What follows belongs to an exercise in optimizing a design on an open flow for small area; a production flow would make more cautious choices.
Function was checked by simulation only, so behaviour that the tests miss may differ from the original.

Setup of rev 12:
==> flow/design.v (excerpt) <==
module rgb_to_ycrcb_converter
#(
	parameter DATAIN_WIDTH 	= 32,
	parameter DATAOUT_WIDTH = 32
)
(
	input		clk		,
	input		rst		,
	input      	[DATAIN_WIDTH-1:0]	datain	,
	input             		datain_valid	,
	output	reg		datain_ready			,
	output      	[DATAOUT_WIDTH-1:0]	dataout			,
	output  reg           		dataout_valid ,
	input				dataout_ready
);
	reg [7:0] G0;
	reg [8:0] D1;
	reg [8:0] D2;
	reg [7:0] Y2;
	reg [8:0] Q3;
	reg [8:0] Q4;
	reg v1;
	wire s0;
	rgb_x2 u1 (.a(datain[16]), .b(datain[8]), .y(s0));
	wire c2 = ~datain[16] | datain[8];
	wire s3, c4;
	rgb_fa u5 (.a(~datain[17]), .b(datain[9]), .c(c2), .s(s3), .co(c4));
	wire s6, c7;
	rgb_fa u8 (.a(datain[10]), .b(~datain[18]), .c(c4), .s(s6), .co(c7));
	wire s9, c10;
	rgb_fa u11 (.a(datain[11]), .b(~datain[19]), .c(c7), .s(s9), .co(c10));
	wire s12, c13;
	rgb_fa u14 (.a(datain[12]), .b(~datain[20]), .c(c10), .s(s12), .co(c13));
	wire s15, c16;
  ...
clock: 10.0 ns
lec_check: 0
cap_margin: 20
core_margin: 2
core_utilization: 40
gpl_timing_driven: 0
slew_margin: 20
synth_hierarchical: 1
standard.sh (not shown) runs the stock make flow with config.mk's settings and CLKGATE_MAP_FILE= SYNTH_SCRIPT=/design/flow/synth_recipe.tcl, a recipe that flattens the netlist after the stock synthesis.
==> flow/flow/run.sh <==
#!/bin/bash
set -euo pipefail
export BUFFER_PORTS_ARGS="-buffer_cell sky130_fd_sc_hd__buf_1"
export REMOVE_ABC_BUFFERS=1
export CTS_ARGS="-sink_clustering_enable -repair_clock_nets -dont_use_dummy_load"
bash standard.sh finish > standard_flow.log 2>&1
Rev 12 finished every stage and its layout cleared the timing, DRC and antenna checks.
### rev 12 -> rev 13
diff --git a/flow/flow/run.sh b/flow/flow/run.sh
--- a/flow/flow/run.sh
+++ b/flow/flow/run.sh
@@ -4,2 +4,3 @@
 export REMOVE_ABC_BUFFERS=1
+export SKIP_REPAIR_TIE_FANOUT=1
 export CTS_ARGS="-sink_clustering_enable -repair_clock_nets -dont_use_dummy_load"
Findings:
Rev 13: full flow OK, the timing, DRC and antenna checks passed
Area growth from synthesis to final layout: rev 13 vs rev 12 down 0.63 points
Rev 12 -> rev 13: later-pin clock latency in the skew report flat
Of rev 13 and rev 12, it is rev 13 that has the lower core utilization.
Between rev 12 and rev 13, the total of fill cells in the finished design figures differ only marginally.
As far as die area is concerned, rev 12 and rev 13 perform about the same.
[compare] base=rev 12 new=rev 13: wire length of the first global-routing pass went up about 6%, final critical path time including I/O delays and setup down 0.035 ns, clock network contribution to total cell area neither gained nor lost much.

* * *

## job 104
rgb_to_ycrcb_converter again, from the RTL that the note above started with.
## rgb_to_ycrcb_converter
module rgb_to_ycrcb_converter
#(
	parameter DATAIN_WIDTH 	= 32,
	parameter DATAOUT_WIDTH = 32
)
(
	input		clk		,
	input		rst		,
	input      	[DATAIN_WIDTH-1:0]	datain	,
	input             		datain_valid	,
	output	reg		datain_ready			,
	output      	[DATAOUT_WIDTH-1:0]	dataout			,
	output  reg           		dataout_valid ,
	input				dataout_ready
);
clock: 10.0 ns
lec_check: 0
cap_margin: 20
core_margin: 2
core_utilization: 40
slew_margin: 20
synth_hierarchical: 1
==> flow/flow/run.sh <==
#!/bin/bash
set -euo pipefail
export BUFFER_PORTS_ARGS="-buffer_cell sky130_fd_sc_hd__buf_1"
bash standard.sh finish > standard_flow.log 2>&1
Job 104 completed end to end with timing, DRC and antenna clean.
Inputs modified between job 104 and job 102:
diff --git a/flow/flow/run.sh b/flow/flow/run.sh
--- a/flow/flow/run.sh
+++ b/flow/flow/run.sh
@@ -3,0 +4,2 @@
+export REMOVE_ABC_BUFFERS=1
+export CTS_ARGS="-sink_clustering_enable -repair_clock_nets -dont_use_dummy_load"
Findings:
- [compare] base=job 104 new=job 102: final critical path time including I/O delays and setup did not really move; non-clock buffering overhead in the final layout ~0 delta.
- Job 104 → job 102: post-synthesis compound-gate area fraction did not really move; final wirelength went up by 0.76%; worst hold slack held; routed length on met1 went down; final cell count shows a reduction of about 0.6%.
- Summary — total number of vias, job 102 relative to job 104: higher, by about 2.7%.

## static timing again, ports no longer ideal
The flow's constraints put no driver on any port. The routed layouts listed below were extracted and timed again, unchanged, in two steps.
Step 1, drivers: a clkbuf_16 drives clk and a buf_2 each remaining input, both assumed.
Step 2, shift: input delay + t, output delay - t, t = (earliest + latest rising clock arrival at the registers) / 2. This alone moves slack from input paths to output paths.
Slacks: no drivers / after step 1 / after step 2; pairs: no drivers / after step 1.
run	t (ns)	setup slack, ns	worst setup path after step 2	clock arrival spread, ns	slew at the worst register clock pin (ns)
rev 12	0.325	0.563 / 0.533 / 0.858	register to output	0.020 / 0.020	0.09 / 0.09
rev 13	0.327	0.598 / 0.568 / 0.895	register to output	0.010 / 0.010	0.09 / 0.09
job 104	0.328	0.548 / 0.518 / 0.846	register to output	0.008 / 0.008	0.10 / 0.10
job 102	0.330	0.545 / 0.516 / 0.845	register to output	0.011 / 0.011	0.09 / 0.09
After both steps setup and hold are still met in every run listed.
